This design comes from an exercise in tuning for small area on the open sky130 flow, not from production work. At most, simulation tests tie the RTL to the original design; equivalence was not proved. Power and IR drop assume default switching activity.

==> inputs of run a <==
==> flow/design.v <==
module crc_check(
input clk,
input rstn,
input start,
output done
);
reg [5:0] cnt;
wire low_zero = (cnt[4:0] == 5'd0);
wire fb = (cnt[5] ^ cnt[4]) & ~low_zero;
always @(posedge clk or negedge rstn)
if (~rstn)
    cnt <= 6'd0;
else if (start)
    cnt <= 6'b000011;
else
    cnt <= {cnt[4:0], fb};
assign done = cnt[5] & low_zero;
endmodule
module Protocol_analysis(
input sck,
input [40:0] pay_bits,
input vld,
input crc_zero,
input rstn,
output [40:0] payload,
output pvld
);
reg [40:0] payload_r;
reg ok;
reg pvld_r;
wire done;
always @(posedge sck)
if (vld) begin
    payload_r <= pay_bits;
    ok        <= crc_zero & ~done;
end
always @(posedge sck or negedge rstn)
if (!rstn)
    pvld_r <= 1'b0;
else
    pvld_r <= done & ok;
crc_check u_crc_check(
.clk(sck),
.rstn(rstn),
.start(vld),
.done(done)
);
assign payload = payload_r;
assign pvld    = pvld_r;
endmodule
module Spi_to_pnb_trans(
output sdo
);
assign sdo = 1'b0;
endmodule
module Spi_to_pnb_rev(
input sck,
input cs,
input sdi,
output [40:0] pay_bits,
output vld,
output crc_zero
);
reg [80:0] data_r;
reg [7:0]  crc_r;
reg [5:0]  tmr;
wire full = &tmr;
always @(posedge sck) begin
    data_r[80:8] <= data_r[79:7];
    if (cs) begin
        data_r[7:0] <= 8'b0;
        crc_r       <= 8'b0;
        tmr         <= 6'b111000;
    end else begin
        data_r[7:0] <= {data_r[6:0], sdi};
        crc_r       <= {crc_r[6:0], 1'b0}
                     ^ (crc_r[7]            ? 8'h07 : 8'h00)
                     ^ (data_r[7]           ? 8'h80 : 8'h00)
                     ^ ((data_r[64] & full) ? 8'h13 : 8'h00);
        tmr         <= {tmr[4:0], (tmr[5] ^ tmr[4]) | full};
    end
end
assign vld      = full && (data_r[80:65] == 16'h55ab) && (data_r[7:0] == 8'haa);
assign crc_zero = (crc_r == 8'd0);
assign pay_bits = data_r[56:16];
endmodule
module Spi_to_pnb_top(
inter_fpga_comms_cs,
inter_fpga_comms_sdo,
inter_fpga_comms_sck,
rst_n,
inter_fpga_comms_sdi,
payload,
pvld
);
input inter_fpga_comms_cs, inter_fpga_comms_sdo, inter_fpga_comms_sck, rst_n;
output inter_fpga_comms_sdi;
output [40:0] payload;
output pvld;
wire [40:0] pay_bits;
wire vld;
wire crc_zero;
Spi_to_pnb_rev u_spi_to_pnb_rev(
    .sck(inter_fpga_comms_sck),
    .cs(inter_fpga_comms_cs),
    .sdi(inter_fpga_comms_sdo),
    .pay_bits(pay_bits),
    .vld(vld),
    .crc_zero(crc_zero)
);
Spi_to_pnb_trans u_spi_to_pnb_trans(
    .sdo(inter_fpga_comms_sdi)
);
Protocol_analysis u_protocol_analysis(
    .sck(inter_fpga_comms_sck),
    .pay_bits(pay_bits),
    .vld(vld),
    .crc_zero(crc_zero),
    .rstn(rst_n),
    .payload(payload),
    .pvld(pvld)
);
endmodule
==> flow/flow/run.sh <==
#!/bin/bash
# Standard ORFS layout (the standard.sh, unchanged synthesis) with:
#  - port buffers of the smallest buffer cell instead of the default pick,
#  - clock tree built from small clock buffers, without dummy load cells.
set -euo pipefail
cd "$(dirname "$0")/.."
export BUFFER_PORTS_ARGS="-buffer_cell sky130_fd_sc_hd__buf_1"
export CTS_ARGS="-sink_clustering_enable -repair_clock_nets -dont_use_dummy_load -buf_list {sky130_fd_sc_hd__clkbuf_1 sky130_fd_sc_hd__clkbuf_2 sky130_fd_sc_hd__clkbuf_4}"
bash standard.sh > flow_standard.log 2>&1
==> flow/standard.sh <==
#!/bin/bash
# synth_recipe.tcl (not shown) runs the flow's synth.tcl, then flattens the netlist and writes it again
# the make line also repeats each setting of config.mk as NAME=value (left out here)
make -C /OpenROAD-flow-scripts/flow DESIGN_CONFIG=/design/flow/config.mk WORK_HOME=/design/flow/orfs CLKGATE_MAP_FILE= SYNTH_SCRIPT=/design/flow/synth_recipe.tcl "${@:-finish}"
==> flow/config.mk <==
export PLATFORM = sky130hd
export DESIGN_NAME = Spi_to_pnb_top
export DESIGN_NICKNAME = Spi_to_pnb_top
export VERILOG_FILES = /design/flow/design.v
export SDC_FILE = /design/flow/constraint.sdc
export NUM_CORES = 4
export LEC_CHECK = 0
export ABC_AREA = 1
export CAP_MARGIN = 20
export CORE_MARGIN = 2
export CORE_UTILIZATION = 60
export SLEW_MARGIN = 20
==> flow/constraint.sdc <==
create_clock -name core_clock -period 10.0 [get_ports {inter_fpga_comms_sck}]
set_input_delay 2.0000 -clock core_clock [delete_from_list [all_inputs] [get_ports {inter_fpga_comms_sck}]]
set_output_delay 2.0000 -clock core_clock [all_outputs]
set_load 0.01 [all_outputs]
==> run b: changes against run a <==
==> flow/design.v, changed modules only <==
module Protocol_analysis(
input sck,
input [40:0] pay_now,
input [40:0] pay_old,
input vld,
input crc_zero,
input rstn,
output [40:0] payload,
output pvld
);
reg ok;
reg second_r;
reg first_r;
reg pvld_r;
wire done;
always @(posedge sck)
if (vld)
    ok <= crc_zero & ~done;
always @(posedge sck) begin
    second_r <= vld;
    first_r  <= ~vld;
end
always @(posedge sck or negedge rstn)
if (!rstn)
    pvld_r <= 1'b0;
else
    pvld_r <= done & ok;
crc_check u_crc_check(
.clk(sck),
.rstn(rstn),
.start(vld),
.done(done)
);
assign payload = (pay_now & {41{second_r}}) | (pay_old & {41{first_r}});
assign pvld    = pvld_r;
endmodule
module Spi_to_pnb_rev(
input sck,
input cs,
input sdi,
output [40:0] pay_now,
output [40:0] pay_old,
output vld,
output crc_zero
);
reg [114:0] data_r;
reg [7:0]  crc_r;
reg [5:0]  tmr;
wire full = &tmr;
always @(posedge sck) begin
    data_r[114:8] <= data_r[113:7];
    if (cs) begin
        data_r[7:0] <= 8'b0;
        crc_r       <= 8'b0;
        tmr         <= 6'b111000;
    end else begin
        data_r[7:0] <= {data_r[6:0], sdi};
        crc_r       <= {crc_r[6:0], 1'b0}
                     ^ (crc_r[7]            ? 8'h07 : 8'h00)
                     ^ (data_r[7]           ? 8'h80 : 8'h00)
                     ^ ((data_r[64] & full) ? 8'h13 : 8'h00);
        tmr         <= {tmr[4:0], (tmr[5] ^ tmr[4]) | full};
    end
end
assign vld      = full && (data_r[80:65] == 16'h55ab) && (data_r[7:0] == 8'haa);
assign crc_zero = (crc_r == 8'd0);
assign pay_now  = data_r[57:17];
assign pay_old  = data_r[114:74];
endmodule
module Spi_to_pnb_top(
inter_fpga_comms_cs,
inter_fpga_comms_sdo,
inter_fpga_comms_sck,
rst_n,
inter_fpga_comms_sdi,
payload,
pvld
);
input inter_fpga_comms_cs, inter_fpga_comms_sdo, inter_fpga_comms_sck, rst_n;
output inter_fpga_comms_sdi;
output [40:0] payload;
output pvld;
wire [40:0] pay_now;
wire [40:0] pay_old;
wire vld;
wire crc_zero;
Spi_to_pnb_rev u_spi_to_pnb_rev(
    .sck(inter_fpga_comms_sck),
    .cs(inter_fpga_comms_cs),
    .sdi(inter_fpga_comms_sdo),
    .pay_now(pay_now),
    .pay_old(pay_old),
    .vld(vld),
    .crc_zero(crc_zero)
);
Spi_to_pnb_trans u_spi_to_pnb_trans(
    .sdo(inter_fpga_comms_sdi)
);
Protocol_analysis u_protocol_analysis(
    .sck(inter_fpga_comms_sck),
    .pay_now(pay_now),
    .pay_old(pay_old),
    .vld(vld),
    .crc_zero(crc_zero),
    .rstn(rst_n),
    .payload(payload),
    .pvld(pvld)
);
endmodule
==> flow/flow/run.sh (replaced) <==
#!/bin/bash
# Standard ORFS layout (the standard.sh, unchanged synthesis) with:
#  - port buffers of the smallest buffer cell instead of the default pick,
#  - clock tree built from small clock buffers, without dummy load cells.
set -euo pipefail
cd "$(dirname "$0")/.."
export BUFFER_PORTS_ARGS="-buffer_cell sky130_fd_sc_hd__buf_1"
export CTS_ARGS="-repair_clock_nets -dont_use_dummy_load -buf_list {sky130_fd_sc_hd__clkbuf_8 sky130_fd_sc_hd__clkbuf_16}"
bash standard.sh > flow_standard.log 2>&1
- ABC_AREA: 1 -> unset
==> qor summary <==
metric	run b	run a
WL/cell	14.5 µm	11.7 µm
Status	complete, no violations	complete, no violations
Largest clock skew in the final design	0.0123 ns	0.0388 ns
Average size of a mapped cell	14.4 µm²	14.6 µm²
Worst ir drop on vdd	0.000189 V	0.000172 V
Total Wirelength	5.53 mm	4.69 mm
Nonclk buf count	47	46
Worst hold slack	0.325 ns	0.313 ns
WP data arrival	1.76 ns	1.00 ns
Flip-flop count of the largest register after layout	115	81
Post-layout min period	3.76 ns	3.00 ns
Multi-input gates	102	89
Total number of sequential cells	139	144
Footprint of the flip-flops and latches	2830 µm²	3340 µm²
Sequential logic power	559 µW	601 µW
Filler cells	408	468
R2R Path Start	u_spi_to_pnb_rev.data_r[71]	u_spi_to_pnb_rev.tmr[4]
Total area of multi-input combinational cells	796 µm²	415 µm²
CTS Sinks	139	144
Post-Synthesis Cell Area	3680 µm²	3880 µm²
Number of synthesized flops with an enable pin	1	42
Portion of total power attributed to combinational logic	0.5%	0.6%
Effective utilization at floorplan	62.2%	61.4%
Wire length on met2	2.48 mm	2.01 mm
For run b, only the layout was checked, not whether the RTL still works.

* * *

==> trial 22: inputs <==
Starts from the design.v that is shown in full above.
clock: 10.0 ns
lec_check: 0
cap_margin: 20
core_margin: 2
core_utilization: 60
slew_margin: 20
standard.sh (not shown) runs the stock make flow with config.mk's settings and CLKGATE_MAP_FILE= SYNTH_SCRIPT=/design/flow/synth_recipe.tcl, a recipe that flattens the netlist after the stock synthesis.
==> flow/flow/run.sh <==
#!/bin/bash
# Standard ORFS layout (the standard.sh, unchanged synthesis) with:
#  - port buffers of the smallest buffer cell instead of the default pick,
#  - clock tree built from small clock buffers, without dummy load cells.
set -euo pipefail
cd "$(dirname "$0")/.."
export BUFFER_PORTS_ARGS="-buffer_cell sky130_fd_sc_hd__buf_1"
export CTS_ARGS="-sink_clustering_enable -repair_clock_nets -dont_use_dummy_load -buf_list {sky130_fd_sc_hd__clkbuf_1 sky130_fd_sc_hd__clkbuf_2 sky130_fd_sc_hd__clkbuf_4}"
bash standard.sh > flow_standard.log 2>&1
==> inputs of build 11, as changes to trial 22 <==
--- a/flow/design.v
+++ b/flow/design.v
@@ -19,5 +19,6 @@
 module Protocol_analysis(
 input sck,
-input [40:0] pay_bits,
+input [40:0] pay_now,
+input [40:0] pay_old,
 input vld,
 input crc_zero,
@@ -26,13 +27,13 @@
 output pvld
 );
-reg [40:0] payload_r;
 reg ok;
+reg second_r;
 reg pvld_r;
 wire done;
 always @(posedge sck)
-if (vld) begin
-    payload_r <= pay_bits;
-    ok        <= crc_zero & ~done;
-end
+if (vld)
+    ok <= crc_zero & ~done;
+always @(posedge sck)
+    second_r <= vld;
 always @(posedge sck or negedge rstn)
 if (!rstn)
@@ -46,5 +47,5 @@
 .done(done)
 );
-assign payload = payload_r;
+assign payload = second_r ? pay_now : pay_old;
 assign pvld    = pvld_r;
 endmodule
@@ -58,14 +59,15 @@
 input cs,
 input sdi,
-output [40:0] pay_bits,
+output [40:0] pay_now,
+output [40:0] pay_old,
 output vld,
 output crc_zero
 );
-reg [80:0] data_r;
+reg [114:0] data_r;
 reg [7:0]  crc_r;
 reg [5:0]  tmr;
 wire full = &tmr;
 always @(posedge sck) begin
-    data_r[80:8] <= data_r[79:7];
+    data_r[114:8] <= data_r[113:7];
     if (cs) begin
         data_r[7:0] <= 8'b0;
@@ -83,5 +85,6 @@
 assign vld      = full && (data_r[80:65] == 16'h55ab) && (data_r[7:0] == 8'haa);
 assign crc_zero = (crc_r == 8'd0);
-assign pay_bits = data_r[56:16];
+assign pay_now  = data_r[57:17];
+assign pay_old  = data_r[114:74];
 endmodule
 module Spi_to_pnb_top(
@@ -98,5 +101,6 @@
 output [40:0] payload;
 output pvld;
-wire [40:0] pay_bits;
+wire [40:0] pay_now;
+wire [40:0] pay_old;
 wire vld;
 wire crc_zero;
@@ -105,5 +109,6 @@
     .cs(inter_fpga_comms_cs),
     .sdi(inter_fpga_comms_sdo),
-    .pay_bits(pay_bits),
+    .pay_now(pay_now),
+    .pay_old(pay_old),
     .vld(vld),
     .crc_zero(crc_zero)
@@ -114,5 +119,6 @@
 Protocol_analysis u_protocol_analysis(
     .sck(inter_fpga_comms_sck),
-    .pay_bits(pay_bits),
+    .pay_now(pay_now),
+    .pay_old(pay_old),
     .vld(vld),
     .crc_zero(crc_zero),
==> inputs of build 87, as changes to trial 22 <==
--- a/flow/design.v
+++ b/flow/design.v
@@ -19,5 +19,6 @@
 module Protocol_analysis(
 input sck,
-input [40:0] pay_bits,
+input [40:0] pay_now,
+input [40:0] pay_old,
 input vld,
 input crc_zero,
@@ -26,12 +27,15 @@
 output pvld
 );
-reg [40:0] payload_r;
 reg ok;
+reg second_r;
+reg first_r;
 reg pvld_r;
 wire done;
 always @(posedge sck)
-if (vld) begin
-    payload_r <= pay_bits;
-    ok        <= crc_zero & ~done;
+if (vld)
+    ok <= crc_zero & ~done;
+always @(posedge sck) begin
+    second_r <= vld;
+    first_r  <= ~vld;
 end
 always @(posedge sck or negedge rstn)
@@ -46,5 +50,5 @@
 .done(done)
 );
-assign payload = payload_r;
+assign payload = (pay_now & {41{second_r}}) | (pay_old & {41{first_r}});
 assign pvld    = pvld_r;
 endmodule
@@ -58,14 +62,15 @@
 input cs,
 input sdi,
-output [40:0] pay_bits,
+output [40:0] pay_now,
+output [40:0] pay_old,
 output vld,
 output crc_zero
 );
-reg [80:0] data_r;
+reg [114:0] data_r;
 reg [7:0]  crc_r;
 reg [5:0]  tmr;
 wire full = &tmr;
 always @(posedge sck) begin
-    data_r[80:8] <= data_r[79:7];
+    data_r[114:8] <= data_r[113:7];
     if (cs) begin
         data_r[7:0] <= 8'b0;
@@ -83,5 +88,6 @@
 assign vld      = full && (data_r[80:65] == 16'h55ab) && (data_r[7:0] == 8'haa);
 assign crc_zero = (crc_r == 8'd0);
-assign pay_bits = data_r[56:16];
+assign pay_now  = data_r[57:17];
+assign pay_old  = data_r[114:74];
 endmodule
 module Spi_to_pnb_top(
@@ -98,5 +104,6 @@
 output [40:0] payload;
 output pvld;
-wire [40:0] pay_bits;
+wire [40:0] pay_now;
+wire [40:0] pay_old;
 wire vld;
 wire crc_zero;
@@ -105,5 +112,6 @@
     .cs(inter_fpga_comms_cs),
     .sdi(inter_fpga_comms_sdo),
-    .pay_bits(pay_bits),
+    .pay_now(pay_now),
+    .pay_old(pay_old),
     .vld(vld),
     .crc_zero(crc_zero)
@@ -114,5 +122,6 @@
 Protocol_analysis u_protocol_analysis(
     .sck(inter_fpga_comms_sck),
-    .pay_bits(pay_bits),
+    .pay_now(pay_now),
+    .pay_old(pay_old),
     .vld(vld),
     .crc_zero(crc_zero),
--- a/flow/flow/run.sh
+++ b/flow/flow/run.sh
@@ -6,4 +6,5 @@
 cd "$(dirname "$0")/.."
 export BUFFER_PORTS_ARGS="-buffer_cell sky130_fd_sc_hd__buf_1"
-export CTS_ARGS="-sink_clustering_enable -repair_clock_nets -dont_use_dummy_load -buf_list {sky130_fd_sc_hd__clkbuf_1 sky130_fd_sc_hd__clkbuf_2 sky130_fd_sc_hd__clkbuf_4}"
+export RECOVER_POWER=100
+export CTS_ARGS="-sink_clustering_enable -repair_clock_nets -dont_use_dummy_load -sink_buffer_max_cap_derate 1.0 -buf_list {sky130_fd_sc_hd__clkbuf_1 sky130_fd_sc_hd__clkbuf_2 sky130_fd_sc_hd__clkbuf_4}"
 bash standard.sh > flow_standard.log 2>&1
==> flow_summary.yaml <==
layout:
  area_growth_pct: 9.57
worst_setup_path:
  timing.rr.start: "u_spi_to_pnb_rev.data_r[71]"
  rrSetupSlack_ns: 8.19
  max_stage_delay_ns: 0.94
timing:
  slew_headroom: 0.384
  finalCritPeriodShare: 0.399
hold_path:
  min_to: "u_spi_to_pnb_rev.data_r[38]"
synth:
  async_flop_share: 0.0507
outcome:
  status: "timing/DRC/antenna clean"
route:
  initialDrtViolationCount: 56
-- figures above: build 11

==> flow_summary.yaml <==
outcome:
  status: "failed layout checks"
  violations: "max-capacitance violations, max-slew violations"
clock_network:
  post-cts-setup-buffers: 0
timing:
  report.final.slew_viol_count: 42
  slew_headroom: -0.197
  finalCritPeriodShare: 0.501
route:
  wl_met1_mm: 2.75
worst_setup_path:
  timing.rr.start: "u_spi_to_pnb_rev.data_r[74]"
  max_stage_delay_ns: 1.29
global_routing:
  gr-max-usage-layer: "met2"
layout:
  nNetsFinal: 313
  area_growth_pct: 8.98
  diodes: 0
pwr:
  power.total_uw: 787
hold_path:
  min_to: "u_spi_to_pnb_rev.data_r[114]"
flow_run:
  maxCapViolCount: 1
-- figures above: build 87

==> flow_summary.yaml <==
worst_setup_path:
  rrSetupSlack_ns: 7.65
  max_stage_delay_ns: 0.39
  timing.rr.start: "u_spi_to_pnb_rev.tmr[4]"
synth:
  async_flop_share: 0.0486
outcome:
  status: "timing/DRC/antenna clean"
timing:
  finalCritPeriodShare: 0.302
  slew_headroom: 0.339
route:
  initialDrtViolationCount: 63
hold_path:
  min_to: "u_spi_to_pnb_rev.data_r[42]"
layout:
  area_growth_pct: 9.95
-- figures above: trial 22

The RTL of build 11 and build 87 was laid out without a check of its function.

==> what the ideal ports hide <==
No port has a modelled driver above. Below, the same layouts with a new extraction and two added sets of constraints. Step 1 (the two cells are an assumption about what drives the block):
set clk [get_ports {inter_fpga_comms_sck}]
set_driving_cell -lib_cell sky130_fd_sc_hd__clkbuf_16 $clk
set_driving_cell -lib_cell sky130_fd_sc_hd__buf_2 [delete_from_list [all_inputs] $clk]
Step 2 moves the port delays by t, midway between the first and last clock arrival at a register: inputs arrive t later, outputs are due t later. That takes back most of the time a late clock gives input paths. a / b / c = no drivers / after step 1 / after step 2; a / b = the first two.
run | t (ns) | setup slack, ns | worst data-port slew with drivers (ns)
run a | 0.488 | 6.998 / 6.971 / 6.976 | 0.03
run b | 0.512 | 6.237 / 6.207 / 6.719 | 0.03
trial 22 | 0.491 | 6.983 / 6.956 / 7.080 | 0.03
build 11 | 0.496 | 6.011 / 5.984 / 6.480 | 0.03
build 87 | 0.951 | 4.989 / 4.956 / 5.907 | 0.03
The setup slack of run a, which loses most, moves by -0.027 ns with the drivers and by -0.022 ns with both steps.
